From an optimization exercise on the open Yosys and OpenROAD flow, aimed at a short achievable clock period and few clock cycles per item; shortcuts taken in it are not production practice. Only simulation tests tie the RTL to the original design; equivalence was not proved.

==> job 111 <==
Design rv32_pipe_cpu, start of the top module:
module rv32_pipe_cpu(
    input clk,
    input rst_n,
    output [31:0] imem_addr,
    input  [31:0] imem_rdata,
    output [31:0] dmem_addr,
    output [31:0] dmem_wdata,
    output        dmem_we,
    input  [31:0] dmem_rdata,
    output        debug_wb_have_inst,
    output [31:0] debug_wb_pc,
    output        debug_wb_ena,
    output [4:0]  debug_wb_reg,
    output [31:0] debug_wb_value
);
Settings: LEC_CHECK=0, ABC_CLOCK_PERIOD_IN_PS=2500, CAP_MARGIN=30, CORE_MARGIN=2, CORE_UTILIZATION=55, CTS_CLUSTER_DIAMETER=80, CTS_CLUSTER_SIZE=20, GPL_TIMING_DRIVEN=1, SLEW_MARGIN=30; clock period 10.0 ns.
standard.sh (not shown) runs the stock make flow with config.mk's settings and CLKGATE_MAP_FILE= SYNTH_SCRIPT=/design/flow/synth_recipe.tcl, a recipe that flattens the netlist after the stock synthesis.
==> flow/flow/run.sh <==
#!/bin/bash
# The standard layout (standard.sh) with the settings in env.sh:
# environment variables, and make variables in MAKE_ARGS.
set -euo pipefail
MAKE_ARGS=()
source flow/env.sh
bash standard.sh "${MAKE_ARGS[@]}" finish > standard.log 2>&1
Other scripts of this flow, unchanged in this note and not shown: flow/flow/env.sh
==> inputs of job 9801, as changes to job 111 <==
--- a/flow/design.v
+++ b/flow/design.v
@@ -40,16 +40,15 @@
     reg         ex_rf_we;
     reg         ex_is_load;
     reg         ex_is_store;
     reg         ex_is_branch;
     reg         ex_lp;               
     reg  [4:0]  ex_rs;
     reg         ex_is_jal;
-    reg         ex_ai_known;         
-    reg         ex_ai_zero;          
+    reg         ex_is_addi;
     reg         ex_is_jalr;
     reg         ex_jal_far;          
     reg         ex_br_lt;            
     reg         ex_br_inv;           
     reg         ex_m_always;         
     reg         ex_m_true;           
     reg         ex_m_false;          
@@ -210,17 +209,16 @@
     wire d_m2 = mem_valid && mem_rf_we && (mem_rd == d_rs2);
     wire d_w1 = wb_valid  && wb_rf_we  && (wb_rd  == d_rs1);
     wire d_w2 = wb_valid  && wb_rf_we  && (wb_rd  == d_rs2);
     wire d_stall = id_valid && ex_valid && ex_is_load &&
                    ((d_use1 && d_e1) || (d_use2 && d_e2));
     wire d_rs1_one = d_m1 ? (!mem_is_load && mem_alu == 32'd1) :
                      d_w1 ? wb_is_one : id_rs1_one;
-    wire d_ai_known = d_i && (d_f3 == 3'b000) && d_wr && (id_inst[31:20] == 12'hfff) &&
-                      !d_e1 && !(d_m1 && mem_is_load);
-    wire d_exit    = id_valid && d_ai_known && d_rs1_one;
+    wire d_exit    = id_valid && d_i && (d_f3 == 3'b000) && d_wr &&
+                     (id_inst[31:20] == 12'hfff) && !d_e1 && d_rs1_one;
     reg         f_pred;
     reg         f_take;
     reg  [9:0]  f_tgt;
     integer j;
     always @(*) begin
         f_pred = 1'b0;
         f_take = 1'b0;
@@ -232,29 +230,22 @@
                 if (!(btb_lp[j] && btb_rs[j] == d_rd && d_exit))
                     f_take = 1'b1;
             end
         end
     end
     wire [31:0] f_pc4     = inc4(pc);
     wire [31:0] f_npc     = f_take ? {pc[31:12], f_tgt, 2'b00} : f_pc4;
+    wire x_addi_zero = ((ex_a ^ ex_b) == {ex_a[30:0] | ex_b[30:0], 1'b0});
     wire d_fused     = d_br && (d_f3[2:1] == 2'b00) && (d_rs2 == 5'd0) &&
-                       ex_valid && ex_ai_known && (ex_rd == d_rs1);
-    wire d_fz_taken  = d_f3[0] ^ ex_ai_zero;
-    wire d_same      = (d_rs1 == d_rs2);
-    wire d_fwd_take  = (d_f3 == 3'b000) ?  d_same :
-                       (d_f3 == 3'b001) ? !d_same :
-                       (d_f3 == 3'b101) ?  d_same : 1'b0;
+                       ex_valid && ex_is_addi && ex_rf_we && (ex_rd == d_rs1);
+    wire d_fz_taken  = d_f3[0] ^ x_addi_zero;
     wire d_redir_seq = d_fused && !d_fz_taken;       
-    wire d_br_redirect = id_valid && !d_stall &&
+    wire d_redirect  = id_valid && !d_stall &&
                        (d_fused ? (d_fz_taken != id_pred)
-                                : (!id_pred && (d_jal_far || (d_br && (id_inst[31] || d_fwd_take)))));
-    wire        d_jr_fuse = d_jalr && ex_valid && ex_is_jal && ex_rf_we && (ex_rd == d_rs1);
-    wire [31:0] d_jr_tgt  = ks_add(ex_pc4, d_immI, 1'b0);
-    wire        d_jr_redirect = id_valid && d_jr_fuse && !id_pred;
-    wire        d_redirect    = d_br_redirect || d_jr_redirect;
+                                : (!id_pred && (d_jal_far || (d_br && id_inst[31]))));
     wire d_alu  = d_r | d_i;
     wire d_add  = (d_alu && d_f3 == 3'b000) | d_lw | d_sw;
     wire d_sub  = d_r && d_f3 == 3'b000 && id_inst[30];
     wire [7:0] d_rsel = {
         d_jal | d_jalr,                       
         d_lui,                                
         d_alu && d_f3 == 3'b101,              
@@ -300,17 +291,16 @@
     wire [31:0] d_v1 = d_e1 ? x_res : d_m1 ? m_val : d_w1 ? wb_val : d_rf1;
     wire [31:0] d_v2 = d_e2 ? x_res : d_m2 ? m_val : d_w2 ? wb_val : d_rf2;
     assign debug_wb_have_inst = dbg_have;
     assign debug_wb_pc        = wb_pc;
     assign debug_wb_ena       = dbg_ena;
     assign debug_wb_reg       = dbg_reg;
     assign debug_wb_value     = dbg_val;
-    wire [31:0] pc_id = d_stall       ? pc :
-                        d_jr_redirect ? d_jr_tgt :
-                        d_br_redirect ? (d_redir_seq ? d_pc4 : d_target) : f_npc;
+    wire [31:0] pc_id = d_stall    ? pc :
+                        d_redirect ? (d_redir_seq ? d_pc4 : d_target) : f_npc;
     wire [31:0] pc_n = mem_jr_redirect ? (mem_is_jalr ? mem_jr_tgt :
                                           mem_taken   ? mem_target : mem_pc4) : pc_id;
     always @(posedge clk or negedge rst_n) begin
         if (!rst_n)  pc <= 32'hffff_fffc;
         else         pc <= pc_n;
     end
     always @(posedge clk) begin
@@ -361,28 +351,27 @@
         ex_rf_we     <= d_wr;
         ex_is_load   <= d_lw;
         ex_is_store  <= d_sw;
         ex_is_branch <= d_br;
         ex_lp        <= (d_f3 == 3'b001) && (d_rs2 == 5'd0);
         ex_rs        <= d_rs1;
         ex_is_jal    <= d_jal;
-        ex_ai_known  <= d_ai_known;
-        ex_ai_zero   <= d_rs1_one;
+        ex_is_addi   <= d_i && (d_f3 == 3'b000);
         ex_is_jalr   <= d_jalr;
         ex_jal_far   <= d_jal_far;
         ex_br_lt     <= d_f3[2];
         ex_br_inv    <= d_f3[0];
         ex_sub       <= d_sub;
         ex_sra       <= id_inst[30];
         ex_rsel      <= d_rsel;
         ex_a         <= d_v1;
         ex_b         <= d_use_imm ? d_imm : d_sub ? ~d_v2 : d_v2;
         ex_sd        <= d_v2;
         ex_target    <= d_target;
-        ex_pnpc      <= d_jr_redirect ? d_jr_tgt : pc;
+        ex_pnpc      <= pc;
     end
     always @(posedge clk or negedge rst_n) begin
         if (!rst_n) begin
             mem_valid       <= 1'b0;
             mem_jr_redirect <= 1'b0;
             mem_alu         <= 32'd0;
         end else begin
==> impl_results.md <==
- Synth Area in Compound Gates: 16.0%
- Critical Path Slowest Stage Cell: dfxtp_4
- Core area: 188000 um^2
- Hold_ws: 322 ps
- WP data arrival: 1430 ps
- Worst EP required: 8000 ps
- Placed cell count: 12000
- Top cell type's share of synthesized area: 26.7%
- Std-Cell Rows: 159
- Seq area share: 40.9%
- Worst setup path end: imem_addr[0]
- Setup Skew: 44.0 ps
- Final WL: 512000 um
- Status: complete, no violations
- Part of the cycle the worst path needs: 34.3%
the above is filed under job 111

==> impl_results.md <==
- Seq area share: 41.3%
- Hold_ws: 304 ps
- Synth Area in Compound Gates: 15.7%
- Core area: 184000 um^2
- SO Viols: max-capacitance violations, max-slew violations
- Setup Skew: 42.6 ps
- Slew Viols, Final: 2
- WP data arrival: 4980 ps
- Status: complete, but fails checks
- Worst setup path end: ex_b[25]
- Critical Path Slowest Stage Cell: a21oi_1
- Std-Cell Rows: 157
- Max-Cap Viols: 1
the above is filed under job 9801

Testbench counts of job 111, summed over its fixed seeds: cycles 28,051, instrs 26,430.
Testbench counts of job 9801, summed over its fixed seeds: cycles 28,505, instrs 26,430.

## static timing again, ports no longer ideal
The flow's constraints put no driver on any port. The routed layouts listed below were extracted and timed again, unchanged, in two steps. Step 1, drivers: a clkbuf_16 drives clk and a buf_2 each remaining input, both assumed. Step 2 times the ports against the registers' clock, not the clock port: input delays grow and output delays shrink by t, the midpoint of the rising clock arrivals with the driver on. Three values: ideal, step 1, step 2; two values: the first two.
run | shift t [ns] | setup WS [ns] | worst setup path after step 2 | worst data-port slew with drivers (ns)
job 111 | 0.950 | 6.570 / 6.481 / 6.082 | input to register | 0.23
job 9801 | 0.940 | 5.616 / 5.616 / 5.616 | register to register | 0.19
For job 111, which loses most, drivers alone change the setup slack by -0.089 ns; drivers and shift together by -0.488 ns.
